From an optimization exercise on the open Yosys and OpenROAD flow, aimed at small area and a short achievable clock period; shortcuts taken in it are not production practice.
Where RTL was checked, it was by simulation tests only, not by an equivalence proof against the original.
Function not checked in runs 2 to 5: the RTL went through the layout flow alone.
Power figures rest on the tool's default switching activity, not on a simulated workload.

==> design/flow/design.v <==
module NineCoreProcessor(
    input clk,
    input reset,
    input [3:0] core_id,
    input [7:0] instruction,
    input [7:0] operand1,
    input [7:0] operand2,
    output reg [7:0] result
);
    reg [7:0] registers [0:31];  
    reg [7:0] memory [0:255];  
    reg [7:0] stack [0:15];  
    reg [3:0] sp;  
    wire [4:0] ra = {core_id[2:0], operand1[1:0]};
    wire [4:0] rb = {core_id[2:0], operand2[1:0]};
    wire [4:0] r0 = {core_id[2:0], 2'd0};
    wire [4:0] r2 = {core_id[2:0], 2'd2};
    wire [7:0] a = registers[ra];
    wire [7:0] b = registers[rb];
    wire [3:0] spm1 = sp - 4'd1;
    always @(posedge clk or posedge reset) begin
        if (reset) begin
            result <= 8'b0;
            sp <= 4'd0;
        end else begin
            case (instruction)
                8'h0C: begin
                    if (sp < 15) sp <= sp + 1;
                end  
                8'h0D: begin
                    if (sp > 0) sp <= sp - 1;
                end  
                8'h0E: begin
                    result <= operand1;
                end  
                8'h0F: begin
                    if (registers[r0] == 8'b0)
                        result <= operand1;
                end  
                8'h10: begin
                    if (registers[r0] != 8'b0)
                        result <= operand1;
                end  
                8'h12: begin
                    if (sp < 15) sp <= sp + 1;
                end  
                8'h13: begin
                    if (sp > 0) begin
                        sp <= sp - 1;
                        result <= stack[spm1];
                    end
                end  
                8'h14: begin
                    result <= 8'b11111111;
                end  
                8'h00, 8'h01, 8'h02, 8'h03, 8'h04, 8'h05, 8'h06, 8'h07,
                8'h08, 8'h09, 8'h0A, 8'h0B, 8'h11, 8'h15, 8'h16, 8'h17: ;
                default: begin
                    result <= 8'b00000000;
                end  
            endcase
        end
    end
    always @(posedge clk) begin
        if (!reset) begin
            case (instruction)
                8'h00: registers[ra] <= operand2;  
                8'h01: registers[ra] <= a + b;  
                8'h02: registers[ra] <= a - b;  
                8'h03: registers[ra] <= a * b;  
                8'h04: registers[ra] <= (b != 0) ? (a / b) : 8'b1;  
                8'h05: registers[ra] <= (b != 0) ? (a % b) : 8'b1;  
                8'h06: registers[ra] <= a & b;  
                8'h07: registers[ra] <= a | b;  
                8'h08: registers[ra] <= a ^ b;  
                8'h09: registers[ra] <= ~a;  
                8'h0A: registers[ra] <= a << operand2;  
                8'h0B: registers[ra] <= a >> operand2;  
                8'h0C: if (sp < 15) stack[sp] <= a;  
                8'h0D: if (sp > 0) registers[ra] <= stack[spm1];  
                8'h11: registers[r2] <= (a == b) ? 8'b1 : 8'b0;  
                8'h12: if (sp < 15) stack[sp] <= operand1;  
                8'h16: registers[ra] <= memory[operand2];  
                8'h17: memory[operand2] <= a;  
                default: ;
            endcase
        end
    end
endmodule
==> design/flow/run.sh <==
#!/bin/bash
# synth_recipe.tcl (not shown) runs the flow's synth.tcl, then flattens the netlist and writes it again
# the make line also repeats each setting of config.mk as NAME=value (left out here)
make -C /OpenROAD-flow-scripts/flow DESIGN_CONFIG=/design/flow/config.mk WORK_HOME=/design/flow/orfs CLKGATE_MAP_FILE= SYNTH_SCRIPT=/design/flow/synth_recipe.tcl finish
==> design/flow/config.mk <==
export PLATFORM = sky130hd
export DESIGN_NAME = NineCoreProcessor
export DESIGN_NICKNAME = NineCoreProcessor
export VERILOG_FILES = /design/flow/design.v
export SDC_FILE = /design/flow/constraint.sdc
export NUM_CORES = 4
export LEC_CHECK = 0
export CAP_MARGIN = 20
export CORE_MARGIN = 2
export CORE_UTILIZATION = 50
export SLEW_MARGIN = 20
==> design/flow/constraint.sdc <==
create_clock -name core_clock -period 17.0 [get_ports {clk}]
set_input_delay 3.4000 -clock core_clock [delete_from_list [all_inputs] [get_ports {clk}]]
set_output_delay 3.4000 -clock core_clock [all_outputs]
set_load 0.01 [all_outputs]
==> results.yml, run 1 <==
clocking:
  clk_pin_slew_ns: 0.06
  cts_hold_buf: 0
  cts.sinks: 2444
  h-tree-depth: 4
  numCtsBuffers: 240
  cts_tree: "done"
  insertion_delay_ns: 0.90
  clock_path_buffers: 3
  root_buffer: "clkbuf_16"
timing:
  tightestPinTransition_ns: 1.16
  slew_viol_final: 0
  min_period_over_period_pct: 95.1
  rsz0062_at_grt: "false"
  setup_violations: 0
  tns_ns: 0
  slew_headroom_pct: 22.7
  finalHoldViolations: 0
  max_freq_mhz: 61.8
  skew_ns: 0.0539
  period_minus_slack_ns: 16.17
placement:
  placed_area_um2: 107000
  gp_congestion: 0.937
  dp_hpwl_um: 168000
  portBuffers: 36
worst_setup_path:
  critPathMostFrequentCell: "buf_4"
  crit_required_ns: 17.69
  path_class: "in -> reg"
  cpMaxStageDelayCell: "or4_1"
  crit_arrival_ns: 16.86
  cp_top_family: "compound AO/OA/AOI/OAI gates"
  worst_setup_path_end_kind: "flip-flop"
  cp.buffers_inverters: 14
  startpoint_type: "primary input"
  critPathMaxStageDelay_ns: 0.49
  critPathMaxFanout: 32
route:
  dr.pass1.iters: 6
  vias: 53000
  wl_um: 272000
  route.detailed.drc: 0
  wl_per_cell_um: 32.7
  ant_nets: 0
  viasPerCell: 6.36
  drtIter0Drc: 6642
logic_synthesis:
  syn_area_um2: 102000
  synth-adder-area-share_pct: 1.31
  yosysTopAreaCellShare_pct: 71.4
  synth_warnings: 1
  synth-xor-area-share_pct: 0.262
  synth_top_cell_by_area: "edfxtp_1"
  ys_seq_area_share_pct: 71.7
  synth-seq-cells: 2444
  synth_edf_count: 2432
  synth_simple_gate_area_share_pct: 4.07
  synth_top_family_by_area: "multiplexers"
  synthArstFlopShare_pct: 0.491
  ys.flop_type: "edfxtp_1"
  ys_types: 92
  syn_avg_cell_area_um2: 19.6
  synth_area_leaders: "edfxtp_1, mux4_2, nor2_1"
  netlist_instances: 5216
  synth_compound_area_share_pct: 2.88
  synth.area.mux_share_pct: 18.1
global_route:
  grtUsageTotal_pct: 26.3
  grt_pass1_vias: 53700
  grt_max_degree: 185
  grt.overflow.total: 0
  grt_pass1_wl_um: 393000
  antenna_found_initial: 9
floorplan:
  io_pins: 38
  die_area_um2: 208000
  die_w_um: 456
  chipHeight_um: 456
  fp-row-count: 166
  start_util_pct: 50.1
  coreArea_um2: 204000
pwr:
  cellLeakagePower_nw: 36.9
  powerDensity_nw_per_um2: 119
  irDropWorstVdd_mv: 0.107
  power.total_w: 0.0137
final_layout:
  final_cell_mix: "edfxtp_1, mux4_2, nor2_1"
  fin_util_pct: 56.3
  area_delta_synth_final_pct: 12.3
  drive_gt1_share_pct: 25.8
  stdcell_area_um2: 115000
  nNetsFinal: 5562
  final_common_cell: "edfxtp_1"
outcome:
  status: "finished clean"
run:
  drv_cap: 0
worst_hold_path:
  hold_class: "reg -> reg"
## cell type report
cell class / count / area (µm²)
Timing Repair Buffer: 274 / 2380
Sequential cell: 2444 / 73300
Inverter: 77 / 339
Clock inverter: 162 / 1540
Antenna cell: 2 / 5.00
Fill cell: 15300 / 89100
Multi-Input combinational cell: 2397 / 27700
Clock buffer: 291 / 6220
Tap cell: 2688 / 3360
## cells by family after synthesis
logic type               after synthesis
multiplexers                         914
adder cells (fa/ha/maj)               98
AND/OR/NAND/NOR                      911
XOR/XNOR                              29
flip-flops                          2444
other                                  1
AO/OA/AOI/OAI                        437
buffers and inverters                382
## per-stage QoR
step / hold WS, ns / setup slack, ns / instances
after floorplan: 0.538 / -1.98 / 5223
after global placement: 0.582 / 0.0705 / 7879
after detailed placement: 0.592 / -0.114 / 7879
after CTS: 0.605 / 0.723 / 8332
after global routing: 0.654 / 0.0223 / 8334
final: 0.606 / 0.829 / 8335
## tightest hold or removal path: stages, from the launching register on
cell and delay, ns:
dfrtp_1 0.43, nand2_1 0.06, o21ai_0 0.07
## final timing paths
check	cells after the start	from	slack, ns	endpoint
hold reg to reg	2	sp[1]	0.61	sp[1]
setup / recovery	70	core_id[0]	0.83	registers[5][6]
hold / removal	2	sp[1]	0.61	sp[1]
max in group asynchronous	2	reset	13.06	sp[0]
min in group asynchronous	2	reset	3.54	result[5]
setup reg to reg	68	registers[16][0]	3.26	registers[5][6]
## report_power, final
group          switching (W)  internal (W)
Combinational        0.00106      0.000661
Sequential        0.00000698       0.00678
Clock                0.00229       0.00293
## synth_stat cells (7+ instances only)
master        n
inv_1        69
a32oi_1       8
o21ai_0      65
o21a_1       18
nand2_1     152
o21ai_1      12
or2_2         8
a31oi_1      20
a21o_1       12
a211oi_1     15
nor3_1       62
clkbuf_1    164
a21oi_1      97
mux4_2      749
xnor2_1      21
buf_1        25
nand4_1      18
buf_4        31
a22oi_1      41
o32ai_1      14
nand2b_1     25
nor4_1       29
nor2_1      447
fa_1         15
nor2b_1      17
edfxtp_1   2432
or3_1        10
mux2_2       15
and2_1       11
buf_2        80
nand3_1      72
dfrtp_1      12
xor2_1        7
o22ai_1      38
and3_1       17
mux2i_1     147
a2111oi_0     7
o211ai_1     13
ha_1         83
a221oi_1     10
## routing by layer
metal  global-route usage (%)  part of all wire, %  vias up
met5                        0                    0        -
met4                     7.99                  3.2        0
met3                     4.36                  7.1      395
met2                     41.9                   48     2158
met1                     37.7                   41    28400
li1                         -                    -    22100
## state kept, by name, indices dropped and copies added (netlist names)
| register | cells |
|---|---|
| memory | 2048 |
| registers | 256 |
| stack | 128 |
| result | 8 |
| sp | 4 |
## repair_timing
action	in CTS	in global routing
setup buffers	0	1
endpoints found under the setup margin	0	192
gates resized for setup	0	7
==> run 2: changes to the inputs <==
==> design/flow/design.v (replaced) <==
module NineCoreProcessor(
    input clk,
    input reset,
    input [3:0] core_id,
    input [7:0] instruction,
    input [7:0] operand1,
    input [7:0] operand2,
    output reg [7:0] result
);
    reg [7:0] registers [0:31];  
    reg [7:0] memory [0:255];
    reg [7:0] stack [0:14];
    reg [3:0] sp;
    reg        pv;       
    reg        ps;       
    reg        pp;       
    reg [4:0]  pd;       
    reg [4:0]  pop;      
    reg [7:0]  pa, pb;   
    reg [7:0] q, r;
    reg [8:0] t;
    integer i;
    always @* begin
        r = 8'd0;
        q = 8'd0;
        for (i = 7; i >= 0; i = i - 1) begin
            t = {r, pa[i]} - {1'b0, pb};
            if (!t[8]) begin
                r = t[7:0];
                q[i] = 1'b1;
            end else begin
                r = {r[6:0], pa[i]};
            end
        end
        if (pb == 8'd0) begin
            q = 8'd1;
            r = 8'd1;
        end
    end
    wire [7:0] mem_rd = memory[pb];
    wire       big = |pb[7:3];
    wire [7:0] shl = big ? 8'd0 : (pa << pb[2:0]);
    wire [7:0] shr = big ? 8'd0 : (pa >> pb[2:0]);
    reg [7:0] R;
    always @* begin
        case (pop)
            5'h01: R = pa + pb;
            5'h02: R = pa - pb;
            5'h03: R = pa * pb;
            5'h04: R = q;
            5'h05: R = r;
            5'h06: R = pa & pb;
            5'h07: R = pa | pb;
            5'h08: R = pa ^ pb;
            5'h09: R = ~pa;
            5'h0A: R = shl;
            5'h0B: R = shr;
            5'h11: R = {7'd0, pa == pb};
            5'h16: R = mem_rd;
            default: R = pb;  
        endcase
    end
    wire [4:0] ra = {core_id[2:0], operand1[1:0]};
    wire [4:0] rb = {core_id[2:0], operand2[1:0]};
    wire [4:0] r0 = {core_id[2:0], 2'd0};
    wire [7:0] a  = (pv && pd == ra) ? R : registers[ra];
    wire [7:0] b  = (pv && pd == rb) ? R : registers[rb];
    wire [7:0] a0 = (pv && pd == r0) ? R : registers[r0];
    wire [3:0] spm1 = sp - 4'd1;
    wire [7:0] top = pp ? pa : stack[spm1];
    wire ins_alu = (instruction >= 8'h01 && instruction <= 8'h0B) || instruction == 8'h11;
    wire sp_full = (sp == 4'd15);
    wire sp_empty = (sp == 4'd0);
    always @(posedge clk or posedge reset) begin
        if (reset) begin
            result <= 8'b0;
            sp <= 4'd0;
        end else begin
            case (instruction)
                8'h0C, 8'h12: if (!sp_full) sp <= sp + 4'd1;     
                8'h0D: if (!sp_empty) sp <= spm1;                
                8'h0E: result <= operand1;                       
                8'h0F: if (a0 == 8'd0) result <= operand1;       
                8'h10: if (a0 != 8'd0) result <= operand1;       
                8'h13: if (!sp_empty) begin                      
                    sp <= spm1;
                    result <= top;
                end
                8'h14: result <= 8'hFF;                          
                8'h00, 8'h01, 8'h02, 8'h03, 8'h04, 8'h05, 8'h06, 8'h07,
                8'h08, 8'h09, 8'h0A, 8'h0B, 8'h11, 8'h15, 8'h16, 8'h17: ;
                default: result <= 8'h00;
            endcase
        end
    end
    always @(posedge clk) begin
        pv <= 1'b0;
        ps <= 1'b0;
        pp <= 1'b0;
        pop <= instruction[4:0];
        pd <= (instruction == 8'h11) ? {core_id[2:0], 2'd2} : ra;
        pa <= a;
        pb <= b;
        if (!reset) begin
            if (ins_alu) pv <= 1'b1;
            case (instruction)
                8'h00: begin pv <= 1'b1; pb <= operand2; end                  
                8'h0A, 8'h0B: pb <= operand2;                                 
                8'h0C: if (!sp_full) pp <= 1'b1;                              
                8'h0D: if (!sp_empty) begin pv <= 1'b1; pb <= top; end        
                8'h12: if (!sp_full) begin pp <= 1'b1; pa <= operand1; end    
                8'h16: begin pv <= 1'b1; pb <= operand2; end                  
                8'h17: begin ps <= 1'b1; pb <= operand2; end                  
                default: ;
            endcase
        end
    end
    always @(posedge clk) begin
        if (pv) registers[pd] <= R;
        if (ps) memory[pb] <= pa;
        if (pp) stack[spm1] <= pa;
    end
endmodule
==> run 2 against run 1 <==
Effect of this change:
- still clean
- sequential share of layout area shrank 0.49 points
- fmax fell by 0.24%
- register-to-register slack got worse by 2.5 ns
- total power rose by 44%
- via count down 0.86%
- sequential power grew 4.0%
- final area is 1.3% higher
- combinational power rose to 4.2 times the previous value
- first-iteration DRC count is 12% lower
- area after synthesis up 1.6%
- final cell count down 0.65%
- largest power group is now combinational logic
==> results.yml, run 2 <==
worst_setup_path:
  startpoint_type: "flip-flop"
  critical_path.startpoint: "pa[7]"
  worst_setup_path_end_kind: "flip-flop"
  critPathMaxStageDelay_ns: 0.40
  reg2reg_from: "pa[7]"
  critPathMaxFanout: 8
  path_class: "reg -> reg"
  cpMaxStageDelayCell: "mux2_2"
  critPathMostFrequentCell: "a21oi_2"
  crit_arrival_ns: 16.98
  crit_required_ns: 17.77
clocking:
  clock_path_buffers: 4
  cts.sinks: 2465
  root_buffer: "clkbuf_16"
  h-tree-depth: 5
  insertion_delay_ns: 0.94
  numCtsBuffers: 274
  clk_pin_slew_ns: 0.06
  cts_tree: "done"
timing:
  max_freq_mhz: 61.7
  setup_violations: 0
  layout_setup_ws_ns: 0.790
  slew_headroom_pct: 19.9
  skew_ns: 0.0779
  finalHoldViolations: 0
  timing.hold.ws_ns: 0.505
  tightestPinTransition_ns: 1.17
  tns_ns: 0
  slew_viol_final: 0
  period_minus_slack_ns: 16.21
  min_period_over_period_pct: 95.4
floorplan:
  die_w_um: 460
  fp-row-count: 167
  die_area_um2: 211000
  coreArea_um2: 207000
  chipHeight_um: 460
  io_pins: 38
  start_util_pct: 50.2
pwr:
  powerDensity_nw_per_um2: 170
  cellLeakagePower_nw: 36.7
  p_seq_share_pct: 35.7
  p_int_w: 0.0133
  switching_power_w: 0.00645
  sw_frac_of_total_pct: 32.7
  pwr-share-clk_pct: 27.6
  irDropWorstVdd_mv: 0.501
  p_comb_share_pct: 36.6
global_route:
  grtUsageTotal_pct: 25.0
  grt_pass1_vias: 53000
  antenna_found_initial: 14
  grt_max_degree: 218
  grt.overflow.total: 0
  grt_pass1_wl_um: 381000
logic_synthesis:
  synth_top_cell_by_area: "edfxtp_1"
  ys.flop_type: "edfxtp_1"
  synth_edf_count: 2424
  netlist_instances: 5212
  synth_warnings: 1
  synth.most_common_cell: "edfxtp_1"
  syn_area_um2: 104000
  ys_seq_area_share_pct: 70.9
  ys_types: 94
  synthTopCellsByCount: "edfxtp_1, mux4_2, nor2_1"
  syn_avg_cell_area_um2: 19.9
  yosysTopAreaCellShare_pct: 70.0
  synth-seq-cells: 2465
  synth_area_leaders: "edfxtp_1, mux4_2, nor2_1"
  synthArstFlopShare_pct: 0.487
final_layout:
  regArea_um2: 73700
  final_cell_mix: "edfxtp_1, mux4_2, nor2_1"
  top_regs: "memory (2048), registers (256), stack (120)"
  fillerInstances: 15600
  fin_util_pct: 56.2
  area_delta_synth_final_pct: 12.0
  final_common_cell: "edfxtp_1"
  largest_reg_flops: 2048
  drive_gt1_share_pct: 26.6
  multiInputGateArea_um2: 29100
  largest-register: "memory"
  nNetsFinal: 5554
placement:
  gp_congestion: 0.860
  dp_hpwl_um: 157000
  pre_cts_slack_ns: -0.134
  portBuffers: 36
worst_hold_path:
  hold_start: "result[3]"
  hold_class: "reg -> reg"
route:
  drtIter0Drc: 5862
  wl_per_cell_um: 31.6
  route.detailed.drc: 0
  viasPerCell: 6.35
  vias: 52600
  dr.pass1.iters: 6
  ant_nets: 0
  wl_um: 262000
outcome:
  status: "finished clean"
run:
  drv_cap: 0
==> run 2: cell count changes in the layout (fill, tap and decap cells not counted), moves of 17 or more <==
cell	delta
mux4_2	+95
o22ai_1	-23
clkbuf_16	+39
a21o_1	+18
xnor2_1	+19
buf_4	-67
ha_1	+31
xor2_1	+23
nor3_1	-17
a22oi_1	-39
mux2i_1	-93
nand2_1	-17
==> run 2: cells by family after synthesis <==
kind of cell / share of synthesized area, %
buffers and inverters: 1.40
XOR/XNOR: 0.675
multiplexers: 19.0
AO/OA/AOI/OAI: 2.60
other: 0.00361
AND/OR/NAND/NOR: 3.67
flip-flops: 70.9
adder cells (fa/ha/maj): 1.74
==> run 2: layout make-up <==
| type | instances | area share (%) |
|---|---|---|
| Antenna cell | 2 | 0.00430 |
| Multi-Input combinational cell | 2375 | 25.0 |
| Clock inverter | 123 | 0.729 |
| Clock buffer | 336 | 6.20 |
| Timing Repair Buffer | 202 | 1.53 |
| Inverter | 74 | 0.250 |
| Sequential cell | 2465 | 63.4 |
| Tap cell | 2704 | 2.91 |
==> run 2: per-stage QoR <==
step,cell area [µm²],power [W],instances
floorplan,104000,0.0122,5214
global route,116000,0.0207,8281
finish,116000,0.0197,8281
detailed placement,108000,0.0139,7804
global placement,108000,0.0138,7803
CTS,116000,0.0194,8264
==> run 2: worst paths after layout <==
kind,to,slack (ns),cells past startpoint
max,result[3],0.79,82
min,result[3],0.51,1
max in group asynchronous,sp[0],13.37,2
min in group asynchronous,result[3],3.26,2
max reg2reg,result[3],0.79,82
min reg2reg,result[3],0.51,1
==> run 2: power groups by stage <==
stage               clock [W]  sequential, W  combinational, W
global route          0.00576        0.00705           0.00785
global placement            0        0.00717           0.00660
finish                0.00545        0.00705           0.00723
floorplan                   0        0.00728           0.00488
detailed placement          0        0.00718           0.00671
CTS                   0.00554        0.00705           0.00684
==> run 2: worst max-delay path, delay by kind of cell (launching register included) <==
family                   cells  cell delay (ns)
AND/OR/NAND/NOR             16             2.22
XOR/XNOR                     2             0.52
flip-flops                   1             0.37
buffers and inverters        8             0.89
multiplexers                 5             1.59
adder cells (fa/ha/maj)      9             2.78
AO/OA/AOI/OAI               42             7.70
==> run 2: routing by layer <==
| layer | track usage, % | vias to the layer above | wire length, µm |
|---|---|---|---|
| met5 | 0 | - | 13 |
| met4 | 7.21 | 2 | 7260 |
| met3 | 4.20 | 415 | 17200 |
| met2 | 40.1 | 1885 | 128000 |
| met1 | 35.6 | 28200 | 109000 |
| li1 | - | 22000 | - |
==> run 2: what timing repair did <==
action / 4_1_cts / 5_1_grt
setup buffers: 1 / 13
setup endpoints to repair: 8 / 280
gates resized for setup: 4 / 26
hold buffers: 0 / 0
hold endpoints to repair: 0 / 0
pin swaps: 2 / 21
==> run 3: changes to the inputs <==
--- a/design/flow/design.v
+++ b/design/flow/design.v
@@ -18,24 +18,6 @@
     reg [4:0]  pop;      
     reg [7:0]  pa, pb;   
-    reg [7:0] q, r;
-    reg [8:0] t;
-    integer i;
-    always @* begin
-        r = 8'd0;
-        q = 8'd0;
-        for (i = 7; i >= 0; i = i - 1) begin
-            t = {r, pa[i]} - {1'b0, pb};
-            if (!t[8]) begin
-                r = t[7:0];
-                q[i] = 1'b1;
-            end else begin
-                r = {r[6:0], pa[i]};
-            end
-        end
-        if (pb == 8'd0) begin
-            q = 8'd1;
-            r = 8'd1;
-        end
-    end
+    wire [7:0] q, r;
+    divcore u_div(.a(pa), .b(pb), .q(q), .r(r));
     wire [7:0] mem_rd = memory[pb];
     wire       big = |pb[7:3];
@@ -122,2 +104,143 @@
     end
 endmodule
+module divcore(input [7:0] a, input [7:0] b, output [7:0] q, output [7:0] r);
+    function [2:0] sub2;  
+        input [1:0] x, y;
+        reg [1:0] g, p, G, P, Gn, Pn, c, yn;
+        integer s, j;
+        begin
+            yn = ~y;
+            g = x & yn;
+            p = x | yn;
+            g[0] = g[0] | p[0];
+            G = g; P = p;
+            for (s = 1; s < 2; s = s * 2) begin
+                Gn = G; Pn = P;
+                for (j = s; j < 2; j = j + 1) begin
+                    Gn[j] = G[j] | (P[j] & G[j-s]);
+                    Pn[j] = P[j] & P[j-s];
+                end
+                G = Gn; P = Pn;
+            end
+            c = {G[0:0], 1'b1};
+            sub2 = {G[1], x ^ (yn ^ c)};
+        end
+    endfunction
+    function [5:0] sub5;  
+        input [4:0] x, y;
+        reg [4:0] g, p, G, P, Gn, Pn, c, yn;
+        integer s, j;
+        begin
+            yn = ~y;
+            g = x & yn;
+            p = x | yn;
+            g[0] = g[0] | p[0];
+            G = g; P = p;
+            for (s = 1; s < 5; s = s * 2) begin
+                Gn = G; Pn = P;
+                for (j = s; j < 5; j = j + 1) begin
+                    Gn[j] = G[j] | (P[j] & G[j-s]);
+                    Pn[j] = P[j] & P[j-s];
+                end
+                G = Gn; P = Pn;
+            end
+            c = {G[3:0], 1'b1};
+            sub5 = {G[4], x ^ (yn ^ c)};
+        end
+    endfunction
+    function [8:0] sub8;  
+        input [7:0] x, y;
+        reg [7:0] g, p, G, P, Gn, Pn, c, yn;
+        integer s, j;
+        begin
+            yn = ~y;
+            g = x & yn;
+            p = x | yn;
+            g[0] = g[0] | p[0];
+            G = g; P = p;
+            for (s = 1; s < 8; s = s * 2) begin
+                Gn = G; Pn = P;
+                for (j = s; j < 8; j = j + 1) begin
+                    Gn[j] = G[j] | (P[j] & G[j-s]);
+                    Pn[j] = P[j] & P[j-s];
+                end
+                G = Gn; P = Pn;
+            end
+            c = {G[6:0], 1'b1};
+            sub8 = {G[7], x ^ (yn ^ c)};
+        end
+    endfunction
+    wire [11:0] mb2 = 2 * {4'd0, b};
+    wire [11:0] mb3 = 3 * {4'd0, b};
+    wire [11:0] mb4 = 4 * {4'd0, b};
+    wire [11:0] mb5 = 5 * {4'd0, b};
+    wire [11:0] mb6 = 6 * {4'd0, b};
+    wire [11:0] mb7 = 7 * {4'd0, b};
+    wire [11:0] mb1 = {4'd0, b};
+    wire [1:0] x0 = a[7:6];
+    wire [2:0] d0_1 = sub2(x0, mb1[1:0]);
+    wire ge0_1 = d0_1[2] & ~(b >= 8'd4);
+    wire [2:0] d0_2 = sub2(x0, mb2[1:0]);
+    wire ge0_2 = d0_2[2] & ~(b >= 8'd2);
+    wire [2:0] d0_3 = sub2(x0, mb3[1:0]);
+    wire ge0_3 = d0_3[2] & ~(b >= 8'd2);
+    wire s0_0 = ~ge0_1;
+    wire s0_1 = ge0_1 & ~ge0_2;
+    wire s0_2 = ge0_2 & ~ge0_3;
+    wire s0_3 = ge0_3;
+    wire [1:0] r0 = ({2{s0_0}} & x0[1:0]) | ({2{s0_1}} & d0_1[1:0]) | ({2{s0_2}} & d0_2[1:0]) | ({2{s0_3}} & d0_3[1:0]);
+    wire [1:0] q0 = ({2{s0_1}} & 2'd1) | ({2{s0_2}} & 2'd2) | ({2{s0_3}} & 2'd3);
+    wire [4:0] x1 = {r0[1:0], a[5:3]};
+    wire [5:0] d1_1 = sub5(x1, mb1[4:0]);
+    wire ge1_1 = d1_1[5] & ~(b >= 8'd32);
+    wire [5:0] d1_2 = sub5(x1, mb2[4:0]);
+    wire ge1_2 = d1_2[5] & ~(b >= 8'd16);
+    wire [5:0] d1_3 = sub5(x1, mb3[4:0]);
+    wire ge1_3 = d1_3[5] & ~(b >= 8'd11);
+    wire [5:0] d1_4 = sub5(x1, mb4[4:0]);
+    wire ge1_4 = d1_4[5] & ~(b >= 8'd8);
+    wire [5:0] d1_5 = sub5(x1, mb5[4:0]);
+    wire ge1_5 = d1_5[5] & ~(b >= 8'd7);
+    wire [5:0] d1_6 = sub5(x1, mb6[4:0]);
+    wire ge1_6 = d1_6[5] & ~(b >= 8'd6);
+    wire [5:0] d1_7 = sub5(x1, mb7[4:0]);
+    wire ge1_7 = d1_7[5] & ~(b >= 8'd5);
+    wire s1_0 = ~ge1_1;
+    wire s1_1 = ge1_1 & ~ge1_2;
+    wire s1_2 = ge1_2 & ~ge1_3;
+    wire s1_3 = ge1_3 & ~ge1_4;
+    wire s1_4 = ge1_4 & ~ge1_5;
+    wire s1_5 = ge1_5 & ~ge1_6;
+    wire s1_6 = ge1_6 & ~ge1_7;
+    wire s1_7 = ge1_7;
+    wire [4:0] r1 = ({5{s1_0}} & x1[4:0]) | ({5{s1_1}} & d1_1[4:0]) | ({5{s1_2}} & d1_2[4:0]) | ({5{s1_3}} & d1_3[4:0]) | ({5{s1_4}} & d1_4[4:0]) | ({5{s1_5}} & d1_5[4:0]) | ({5{s1_6}} & d1_6[4:0]) | ({5{s1_7}} & d1_7[4:0]);
+    wire [2:0] q1 = ({3{s1_1}} & 3'd1) | ({3{s1_2}} & 3'd2) | ({3{s1_3}} & 3'd3) | ({3{s1_4}} & 3'd4) | ({3{s1_5}} & 3'd5) | ({3{s1_6}} & 3'd6) | ({3{s1_7}} & 3'd7);
+    wire [7:0] x2 = {r1[4:0], a[2:0]};
+    wire [8:0] d2_1 = sub8(x2, mb1[7:0]);
+    wire ge2_1 = d2_1[8] & ~1'b0;
+    wire [8:0] d2_2 = sub8(x2, mb2[7:0]);
+    wire ge2_2 = d2_2[8] & ~(b >= 8'd128);
+    wire [8:0] d2_3 = sub8(x2, mb3[7:0]);
+    wire ge2_3 = d2_3[8] & ~(b >= 8'd86);
+    wire [8:0] d2_4 = sub8(x2, mb4[7:0]);
+    wire ge2_4 = d2_4[8] & ~(b >= 8'd64);
+    wire [8:0] d2_5 = sub8(x2, mb5[7:0]);
+    wire ge2_5 = d2_5[8] & ~(b >= 8'd52);
+    wire [8:0] d2_6 = sub8(x2, mb6[7:0]);
+    wire ge2_6 = d2_6[8] & ~(b >= 8'd43);
+    wire [8:0] d2_7 = sub8(x2, mb7[7:0]);
+    wire ge2_7 = d2_7[8] & ~(b >= 8'd37);
+    wire s2_0 = ~ge2_1;
+    wire s2_1 = ge2_1 & ~ge2_2;
+    wire s2_2 = ge2_2 & ~ge2_3;
+    wire s2_3 = ge2_3 & ~ge2_4;
+    wire s2_4 = ge2_4 & ~ge2_5;
+    wire s2_5 = ge2_5 & ~ge2_6;
+    wire s2_6 = ge2_6 & ~ge2_7;
+    wire s2_7 = ge2_7;
+    wire [7:0] r2 = ({8{s2_0}} & x2[7:0]) | ({8{s2_1}} & d2_1[7:0]) | ({8{s2_2}} & d2_2[7:0]) | ({8{s2_3}} & d2_3[7:0]) | ({8{s2_4}} & d2_4[7:0]) | ({8{s2_5}} & d2_5[7:0]) | ({8{s2_6}} & d2_6[7:0]) | ({8{s2_7}} & d2_7[7:0]);
+    wire [2:0] q2 = ({3{s2_1}} & 3'd1) | ({3{s2_2}} & 3'd2) | ({3{s2_3}} & 3'd3) | ({3{s2_4}} & 3'd4) | ({3{s2_5}} & 3'd5) | ({3{s2_6}} & 3'd6) | ({3{s2_7}} & 3'd7);
+    wire bz = (b == 8'd0);
+    assign q = bz ? 8'd1 : {q0, q1, q2};
+    assign r = bz ? 8'd1 : r2;
+endmodule
==> run 3 against run 2 <==
Effect of this change:
- non-clock buffer count down 57
- synthesized cell count is 4.2% higher
- still clean on timing, DRC and antenna
- sequential cell count unchanged
- sequential share of layout area shrank 0.93 points
- worst hold slack better by 0.023 ns
- final area is 1.5% higher
- utilization down 0.40 points
- routed wire length increased by 3.3%
- combinational power decreased by 56%
- clock power up 2%
==> results.yml, run 3 <==
clocking:
  h-tree-depth: 5
  cts_tree: "done"
  cts_resized: 0
  cts_hold_buf: 0
  insertion_delay_ns: 0.94
  cts.sinks: 2465
  clock_path_buffers: 4
  post-cts-setup-buffers: 0
  clk_pin_slew_ns: 0.06
  numCtsBuffers: 276
  root_buffer: "clkbuf_16"
route:
  wl_um: 270000
  vias: 54400
  route.detailed.drc: 0
  viasPerCell: 6.37
  drtIter0Drc: 5823
  ant_nets: 0
  dr.pass1.iters: 6
  wl_per_cell_um: 31.7
logic_synthesis:
  ys.flop_type: "edfxtp_1"
  synth.most_common_cell: "edfxtp_1"
  syn_avg_cell_area_um2: 19.5
  yosysTopAreaCellShare_pct: 68.6
  ys_types: 108
  ys_seq_area_share_pct: 69.5
  synth_top_cell_by_area: "edfxtp_1"
  synth_warnings: 2
  synthTopCellsByCount: "edfxtp_1, mux4_2, nor2_1"
  netlist_instances: 5431
  synth_area_leaders: "edfxtp_1, mux4_2, nor2_1"
  synth_edf_count: 2424
  synthArstFlopShare_pct: 0.487
  syn_area_um2: 106000
  synth-seq-cells: 2465
final_layout:
  largest-register: "memory"
  nNetsFinal: 5691
  final_common_cell: "edfxtp_1"
  stdcell_area_um2: 118000
  top_regs: "memory (2048), registers (256), stack (120)"
  drive_gt1_share_pct: 25.0
  fillerInstances: 16000
  largest_reg_flops: 2048
  final_cell_mix: "edfxtp_1, mux4_2, nor2_1"
  area_delta_synth_final_pct: 11.3
pwr:
  pwr-share-clk_pct: 35.4
  cellLeakagePower_nw: 36.6
  irDropWorstVdd_mv: 0.124
  switching_power_w: 0.00438
  powerDensity_nw_per_um2: 134
  p_comb_share_pct: 20.3
  p_seq_share_pct: 44.3
  sw_frac_of_total_pct: 27.8
  p_int_w: 0.0114
  power.total_w: 0.0158
worst_setup_path:
  critPathMaxFanout: 35
  critical_path.startpoint: "pb[0]"
  path_class: "reg -> reg"
  crit_arrival_ns: 10.96
  crit_required_ns: 17.80
  reg2reg_from: "pb[0]"
  worst_setup_path_end_kind: "flip-flop"
  startpoint_type: "flip-flop"
floorplan:
  die_w_um: 465
  chipHeight_um: 465
  start_util_pct: 50.2
  die_area_um2: 216000
  coreArea_um2: 211000
  io_pins: 38
  fp-row-count: 169
worst_hold_path:
  hold_start: "result[1]"
  hold_class: "reg -> reg"
timing:
  setup_violations: 0
  slew_viol_final: 0
  period_minus_slack_ns: 10.17
  tns_ns: 0
  timing.hold.ws_ns: 0.528
  rsz0062_at_grt: "false"
  min_period_over_period_pct: 59.8
  slew_headroom_pct: 18.9
  finalHoldViolations: 0
  tightestPinTransition_ns: 1.22
  max_freq_mhz: 98.3
  skew_ns: 0.0697
placement:
  portBuffers: 36
  gp_congestion: 0.898
  dp_hpwl_um: 166000
  placed_area_um2: 110000
run:
  drv_cap: 0
global_route:
  antenna_found_initial: 9
  grt_max_degree: 207
  grt.overflow.total: 0
  grtUsageTotal_pct: 25.1
  grt_pass1_wl_um: 392000
  grt_pass1_vias: 54500
outcome:
  status: "finished clean"
==> run 3: cell types whose count changed after synthesis, moves of 23 or more <==
cell	previous run	this run
maj3_1	0	42
nand2_1	135	158
a21oi_1	113	88
xnor2_1	42	105
o31ai_1	3	29
buf_1	76	104
==> run 3: stage by stage <==
stage / util (%) / cells / worst slack (ns)
CTS: 55.8 / 8535 / 7.15
global placement: 51.9 / 8062 / 7.29
finish: 55.8 / 8539 / 6.83
detailed placement: 51.9 / 8066 / 7.21
floorplan: - / 5431 / 5.74
global route: 55.8 / 8538 / 6.19
==> run 3: final timing paths <==
| path | to | slack, ns | cells after the start |
|---|---|---|---|
| min in group asynchronous | sp[2] | 3.28 | 2 |
| worst max-delay path | result[4] | 6.83 | 24 |
| max in group asynchronous | sp[0] | 13.35 | 2 |
| worst max register to register | result[4] | 6.83 | 24 |
| worst min register to register | result[1] | 0.53 | 2 |
| worst min-delay path | result[1] | 0.53 | 2 |
==> run 3: cell families after synthesis <==
logic type	share of synthesized area [%]
AOI/OAI and AO/OA	3.30
xor gates and xnor gates	1.11
adders and majority gates	2.25
buffers and inverters	1.51
DFF	69.5
muxes	18.8
and+or+nand+nor	3.59
==> run 3: layout make-up <==
class                   count  area, µm²  area share, %
diodes                      3       7.51        0.00636
clock buffers             345       7290           6.18
clock inverters           124       1000          0.847
inverters                  83        320          0.271
multi-input cells        2553      30900           26.2
flip-flops and latches   2465      73700           62.4
well taps                2821       3530           2.99
repair buffers            145       1300           1.10
==> run 3: routing by layer <==
metal / GRT usage [%] / share of wire, %
met5: 0 / 0.014
met2: 39.3 / 48
met3: 4.40 / 7.0
met1: 36.9 / 43
met4: 6.37 / 2.3
==> run 3: critical path, cell delays in order (launching register included) <==
cell and delay, ns:
dfxtp_4 0.69, inv_2 0.36, ha_1 0.91, fa_1 0.46
nor3b_1 0.22, o2111ai_1 0.18, nor2_1 0.55, nor3_2 0.11
buf_4 0.25, o311ai_1 0.83, nor2_1 0.20, o2bb2ai_1 0.22
or2_2 0.40, nor2_4 0.38, maj3_1 0.29, a2111oi_2 0.07
nor3_1 0.87, o31ai_1 0.24, or4_1 0.45, o31a_1 0.25
buf_4 0.26, a211oi_1 0.53, a41oi_1 0.39, a2111o_1 0.65
a32oi_1 0.25
==> run 3: power groups by stage <==
stage | logic, W | registers (W) | clock network (W)
after floorplan | 0.00206 | 0.00721 | 0
after global placement | 0.00315 | 0.00711 | 0
after detailed placement | 0.00319 | 0.00711 | 0
after CTS | 0.00320 | 0.00698 | 0.00568
after global routing | 0.00341 | 0.00698 | 0.00591
final | 0.00320 | 0.00698 | 0.00558
==> run 4: changes to the inputs <==
--- a/design/flow/config.mk
+++ b/design/flow/config.mk
@@ -6,4 +6,5 @@
 export NUM_CORES = 4
 export LEC_CHECK = 0
+export ABC_CLOCK_PERIOD_IN_PS = 4000
 export CAP_MARGIN = 20
 export CORE_MARGIN = 2
==> run 4 against run 3 <==
Effect of this change:
- first-iteration DRC count stayed put
- critical path depth stayed put
- fmax stayed put
- die area stayed put
- sequential cell count stayed put
- worst setup slack stayed put
- clock power hardly changed
- combinational power hardly changed
- synthesized cell count stayed put
- highest routed layer unchanged
- final cell count stayed put
- utilization stayed put
- sequential share of layout area stayed put
==> results.yml, run 4 <==
outcome:
  status: "finished clean"
worst_setup_path:
  critPathMaxStageDelay_ns: 0.91
  cp.buffers_inverters: 3
  cpMaxStageDelayCell: "ha_1"
  path_class: "reg -> reg"
  startpoint_type: "flip-flop"
  rrSetupSlack_ns: 6.83
  critPathMaxFanout: 35
  crit_arrival_ns: 10.96
  cp_top_family: "compound AO/OA/AOI/OAI gates"
  timing.critical_path.cells: "inv_2 -> ha_1 -> fa_1 -> nor3b_1 -> o2111ai_1 -> nor2_1 -> nor3_2 -> buf_4 -> o311ai_1 -> nor2_1 -> o2bb2ai_1 -> or2_2 -> nor2_4 -> maj3_1 -> a2111oi_2 -> nor3_1 -> o31ai_1 -> or4_1 -> o31a_1 -> buf_4 -> a211oi_1 -> a41oi_1 -> a2111o_1 -> a32oi_1"
  worst_setup_path_end_kind: "flip-flop"
  crit_required_ns: 17.80
clocking:
  insertion_delay_ns: 0.94
  root_buffer: "clkbuf_16"
  numCtsBuffers: 276
  cts.sinks: 2465
  clk_pin_slew_ns: 0.06
  cts_hold_buf: 0
  h-tree-depth: 5
  post-cts-setup-buffers: 0
  clock_path_buffers: 4
  cts_resized: 0
  cts_tree: "done"
floorplan:
  die_area_um2: 216000
  coreArea_um2: 211000
  start_util_pct: 50.2
  fp-row-count: 169
  io_pins: 38
  chipHeight_um: 465
  die_w_um: 465
pwr:
  powerDensity_nw_per_um2: 134
  irDropWorstVdd_mv: 0.124
  cellLeakagePower_nw: 36.6
global_route:
  grt_pass1_wl_um: 392000
  grt_pass1_vias: 54500
  grt_max_degree: 207
  grtUsageTotal_pct: 25.1
  grt.overflow.total: 0
  antenna_found_initial: 9
logic_synthesis:
  ys_seq_area_share_pct: 69.5
  synth.most_common_cell: "edfxtp_1"
  synth-seq-cells: 2465
  synthTopCellsByCount: "edfxtp_1, mux4_2, nor2_1"
  syn_avg_cell_area_um2: 19.5
  synth_area_leaders: "edfxtp_1, mux4_2, nor2_1"
  netlist_instances: 5431
  synth_top_cell_by_area: "edfxtp_1"
  synthArstFlopShare_pct: 0.487
  syn_area_um2: 106000
  yosysTopAreaCellShare_pct: 68.6
  synth_edf_count: 2424
  ys_types: 108
  synth_warnings: 2
  ys.flop_type: "edfxtp_1"
final_layout:
  final_common_cell: "edfxtp_1"
  area_delta_synth_final_pct: 11.3
  largest_reg_flops: 2048
  top_regs: "memory (2048), registers (256), stack (120)"
  stdcell_area_um2: 118000
  largest-register: "memory"
  nNetsFinal: 5691
  drive_gt1_share_pct: 25.0
  final_cell_mix: "edfxtp_1, mux4_2, nor2_1"
placement:
  portBuffers: 36
  dp_hpwl_um: 166000
  gp_congestion: 0.898
  placed_area_um2: 110000
route:
  ant_nets: 0
  viasPerCell: 6.37
  vias: 54400
  route.detailed.drc: 0
  wl_per_cell_um: 31.7
  dr.pass1.iters: 6
  drtIter0Drc: 5823
  wl_um: 270000
timing:
  slew_headroom_pct: 18.9
  rsz0062_at_grt: "false"
  slew_viol_final: 0
  finalHoldViolations: 0
  max_freq_mhz: 98.3
  setup_violations: 0
  tns_ns: 0
  tightestPinTransition_ns: 1.22
  skew_ns: 0.0697
  min_period_over_period_pct: 59.8
  period_minus_slack_ns: 10.17
worst_hold_path:
  hold_class: "reg -> reg"
run:
  drv_cap: 0
==> run 4: cell counts in the layout (fill, tap and decap cells not counted) <==
Identical to the previous run, type by type.
==> run 4: cell type report <==
cell class                      count  area (µm²)
Antenna cell                        3        7.51
Clock buffer                      345        7290
Clock inverter                    124        1000
Fill cell                       16000       93400
Inverter                           83         320
Multi-Input combinational cell   2553       30900
Sequential cell                  2465       73700
Tap cell                         2821        3530
Timing Repair Buffer              145        1300
==> run 4: final timing paths <==
check	start	end	cells past startpoint
min in group asynchronous	reset	sp[2]	2
max reg2reg	pb[0]	result[4]	24
max	pb[0]	result[4]	24
min reg2reg	result[1]	result[1]	2
min	result[1]	result[1]	2
max in group asynchronous	reset	sp[0]	2
==> run 4: cell families after synthesis <==
kind of cell	synth area share [%]
AO/OA/AOI/OAI	3.30
XOR/XNOR	1.11
adder cells (fa/ha/maj)	2.25
buffers and inverters	1.51
flip-flops	69.5
multiplexers	18.8
AND/OR/NAND/NOR	3.59
==> run 4: worst min-delay path: stages (launching register included) <==
cell	delay (ns)
dfrtp_1	0.38
inv_1	0.06
a32oi_1	0.05
==> run 4: stage by stage <==
step / total power (W) / setup WS [ns] / hold slack (ns) / instances / util [%]
final: 0.0158 / 6.83 / 0.528 / 8539 / 55.8
after global placement: 0.0103 / 7.29 / 0.514 / 8062 / 51.9
after CTS: 0.0159 / 7.15 / 0.531 / 8535 / 55.8
after global routing: 0.0163 / 6.19 / 0.545 / 8538 / 55.8
after floorplan: 0.00927 / 5.74 / 0.541 / 5431 / -
after detailed placement: 0.0103 / 7.21 / 0.520 / 8066 / 51.9
==> run 4: power by group <==
part	switching, W	internal, W	total (W)
sequential	0.0000644	0.00692	0.00698
combinational	0.00200	0.00121	0.00320
clock	0.00232	0.00327	0.00558
total	0.00438	0.0114	0.0158
==> run 4: layer usage <==
layer  wire, µm  global-route usage, %
met5         38                      0
met4       6280                   6.37
met3      19000                   4.40
met2     130000                   39.3
met1     115000                   36.9
==> run 5: changes to the inputs <==
==> design/flow/flow/run.sh (new file) <==
#!/bin/bash
set -euo pipefail
MARGIN=$(cat flow/margin.txt)
bash standard.sh SETUP_SLACK_MARGIN=$MARGIN finish > standard_flow.log 2>&1
==> design/flow/flow/margin.txt (new file) <==
9
==> design/flow/standard.sh (new file) <==
#!/bin/bash
# synth_recipe.tcl (not shown) runs the flow's synth.tcl, then flattens the netlist and writes it again
# the make line also repeats each setting of config.mk as NAME=value (left out here)
make -C /OpenROAD-flow-scripts/flow DESIGN_CONFIG=/design/flow/config.mk WORK_HOME=/design/flow/orfs CLKGATE_MAP_FILE= SYNTH_SCRIPT=/design/flow/synth_recipe.tcl "${@:-finish}"
--- a/design/flow/config.mk
+++ b/design/flow/config.mk
@@ -6,5 +6,4 @@
 export NUM_CORES = 4
 export LEC_CHECK = 0
-export ABC_CLOCK_PERIOD_IN_PS = 4000
 export CAP_MARGIN = 20
 export CORE_MARGIN = 2
removed: design/flow/run.sh
==> run 5 against run 4 <==
Effect of this change:
- area after synthesis stayed put
- first-iteration DRC count increased by 5.7%
- final cell count increased by 0.57%
- routed wire length is 1.6% higher
- sequential share of layout area is 0.49 points lower
- worst setup slack improved by 2.3 ns
- critical path type unchanged
- largest power group unchanged
==> results.yml, run 5 <==
worst_setup_path:
  cpMaxStageDelayCell: "o21ai_0"
  cp_top_family: "compound AO/OA/AOI/OAI gates"
  startpoint_type: "flip-flop"
  path_class: "reg -> reg"
  crit_arrival_ns: 8.60
  worst_setup_path_end_kind: "flip-flop"
  critPathMaxStageDelay_ns: 0.57
  critPathMostFrequentCell: "buf_4"
  crit_required_ns: 17.77
  critPathMaxFanout: 35
  cp.buffers_inverters: 8
final_layout:
  largest-register: "memory"
  largest_reg_flops: 2048
  final_cell_mix: "edfxtp_1, mux4_2, nor2_1"
  final_common_cell: "edfxtp_1"
  drive_gt1_share_pct: 26.5
  area_delta_synth_final_pct: 12.2
  nNetsFinal: 5746
  top_regs: "memory (2048), registers (256), stack (120)"
logic_synthesis:
  synth_area_leaders: "edfxtp_1, mux4_2, nor2_1"
  netlist_instances: 5431
  synth.most_common_cell: "edfxtp_1"
  synth-seq-cells: 2465
  synthArstFlopShare_pct: 0.487
  synth_top_cell_by_area: "edfxtp_1"
  ys_types: 108
  synth_edf_count: 2424
  yosysTopAreaCellShare_pct: 68.6
  ys_seq_area_share_pct: 69.5
  syn_area_um2: 106000
  synth_warnings: 2
  syn_avg_cell_area_um2: 19.5
  ys.flop_type: "edfxtp_1"
  synthTopCellsByCount: "edfxtp_1, mux4_2, nor2_1"
outcome:
  status: "finished clean"
floorplan:
  io_pins: 38
  fp-row-count: 169
  chipHeight_um: 465
  die_w_um: 465
  start_util_pct: 50.2
  coreArea_um2: 211000
  die_area_um2: 216000
route:
  dr.pass1.iters: 8
  wl_um: 275000
  drtIter0Drc: 6156
  highest_layer: "met5"
  met2_length_um: 131000
  wl_met1_um: 119000
  route.detailed.drc: 0
  viasPerCell: 6.41
  ant_nets: 0
  wl_per_cell_um: 32.0
  wl_met3_um: 18100
  vias: 55100
clocking:
  numCtsBuffers: 277
  cts_hold_buf: 0
  root_buffer: "clkbuf_16"
  h-tree-depth: 5
  cts.sinks: 2465
  cts_tree: "done"
  clk_pin_slew_ns: 0.06
  clock_path_buffers: 4
  insertion_delay_ns: 0.95
timing:
  setup_violations: 0
  finalHoldViolations: 0
  tightestPinTransition_ns: 1.14
  max_freq_mhz: 128
  slew_headroom_pct: 23.7
  slew_viol_final: 0
  layout_setup_ws_ns: 9.17
  skew_ns: 0.107
  min_period_over_period_pct: 46.0
  rsz0062_at_grt: "false"
  tns_ns: 0
  period_minus_slack_ns: 7.83
global_route:
  grt_max_degree: 210
  grt_pass1_vias: 54800
  antenna_found_initial: 8
  grtUsageTotal_pct: 25.3
  grt.overflow.total: 0
  grt_pass1_wl_um: 396000
pwr:
  powerDensity_nw_per_um2: 133
  pwr-share-clk_pct: 34.4
  irDropWorstVdd_mv: 0.115
  switching_power_w: 0.00448
  cellLeakagePower_nw: 37.0
  p_int_w: 0.0114
  p_seq_share_pct: 43.9
  p_comb_share_pct: 21.7
  sw_frac_of_total_pct: 28.2
worst_hold_path:
  hold_class: "reg -> reg"
run:
  drv_cap: 0
placement:
  gp_congestion: 0.926
  pre_cts_slack_ns: 7.13
  dp_hpwl_um: 164000
  portBuffers: 36
-- run 5: changes by cell type in the layout (fill, tap and decap cells not counted), moves of 5 or more --
| cell | delta |
|---|---|
| buf_4 | +31 |
| ha_1 | -6 |
| buf_16 | +5 |
| bufinv_16 | -9 |
| clkbuf_16 | +5 |
| clkbuf_1 | -5 |
| nor4_1 | -6 |
| buf_12 | +5 |
| ha_2 | +5 |
-- run 5: area by class of cell --
type / instances / area [µm²]
tap: 2821 / 3530
timing repair buffer: 197 / 1960
antenna: 3 / 7.51
fill: 16000 / 92400
clock buffer: 343 / 7350
clock inverter: 121 / 754
sequential: 2465 / 73700
multi-input combinational: 2555 / 31400
inverter: 83 / 348
-- run 5: metal layers --
layer	vias to the layer above	global-route usage, %
li1	22900	-
met1	29600	37.8
met2	2165	39.6
met3	412	3.83
met4	2	6.02
met5	-	0
-- run 5: worst paths after layout --
path / endpoint / slack, ns / depth (start not counted) / from
max: result[5] / 9.17 / 28 / pb[0]
min: result[7] / 0.53 / 2 / result[7]
max reg2reg: result[5] / 9.17 / 28 / pb[0]
min reg2reg: result[7] / 0.53 / 2 / result[7]
max in group asynchronous: sp[0] / 13.27 / 2 / reset
min in group asynchronous: result[6] / 3.32 / 2 / reset
-- run 5: cell families after synthesis --
| kind of cell | Yosys count | share of synthesized area, % |
|---|---|---|
| xor+xnor | 134 | 1.11 |
| flops | 2465 | 69.5 |
| buf+inv | 413 | 1.51 |
| simple gates | 848 | 3.59 |
| fa+ha+maj | 183 | 2.25 |
| compound gates | 479 | 3.30 |
| mux | 909 | 18.8 |
-- run 5: tightest hold or removal path, cell delays in order, from the launching register on --
cell and delay [ns]:
dfrtp_1 0.38, inv_1 0.06, a32oi_1 0.05
-- run 5: per-stage QoR --
step | util [%] | hold slack, ns | power [W] | cells | instance area, µm²
2_1_floorplan | - | 0.541 | 0.00924 | 5431 | 106000
3_3_place_gp | 51.9 | 0.516 | 0.0103 | 8056 | 110000
3_5_place_dp | 51.9 | 0.520 | 0.0103 | 8056 | 110000
4_1_cts | 56.0 | 0.534 | 0.0159 | 8555 | 119000
5_1_grt | 56.3 | 0.551 | 0.0164 | 8586 | 119000
6_report | 56.3 | 0.528 | 0.0159 | 8588 | 119000
-- run 5: what timing repair did --
item,CTS,global route
gates cloned,1,4
pin swaps,8,15
hold endpoints to repair,0,0
setup endpoints to repair,280,9
gates resized for setup,56,52
setup buffers,34,25
-- run 5: power by group through the flow --
stage / clock network [W] / registers [W] / logic (W)
finish: 0.00546 / 0.00696 / 0.00344
global route: 0.00581 / 0.00696 / 0.00363
global placement: 0 / 0.00711 / 0.00316
detailed placement: 0 / 0.00711 / 0.00320
CTS: 0.00556 / 0.00697 / 0.00332
floorplan: 0 / 0.00717 / 0.00207

==> afterwards: timing with drivers on the ports <==
In the flow no input, the clock included, has a driving cell. The finished layouts below were timed again as built, in two steps.
Step 1 assumes that a clkbuf_16 drives the clock port and a buf_2 every other input.
Step 2 times the ports against the registers' clock, not the clock port: input delays grow and output delays shrink by t, the midpoint of the rising clock arrivals with the driver on.
Slacks: ideal / step 1 / step 2; pairs: ideal / step 1.
run	t (ns)	slack for setup (ns)	hold WS [ns]
run 1	0.950	0.829 / 0.871 / -0.079	0.606 / 0.606 / 0.606
run 2	0.972	0.790 / 0.790 / 0.790	0.505 / 0.505 / 0.505
run 3	0.988	6.832 / 6.832 / 6.832	0.528 / 0.528 / 0.528
run 4	0.988	6.832 / 6.832 / 6.832	0.528 / 0.528 / 0.528
run 5	0.979	9.174 / 9.174 / 9.174	0.528 / 0.528 / 0.528
Met with ideal ports but missed after step 2: setup timing in run 1. For run 1, which loses most, drivers alone change the setup slack by +0.042 ns; drivers and shift together by -0.908 ns.
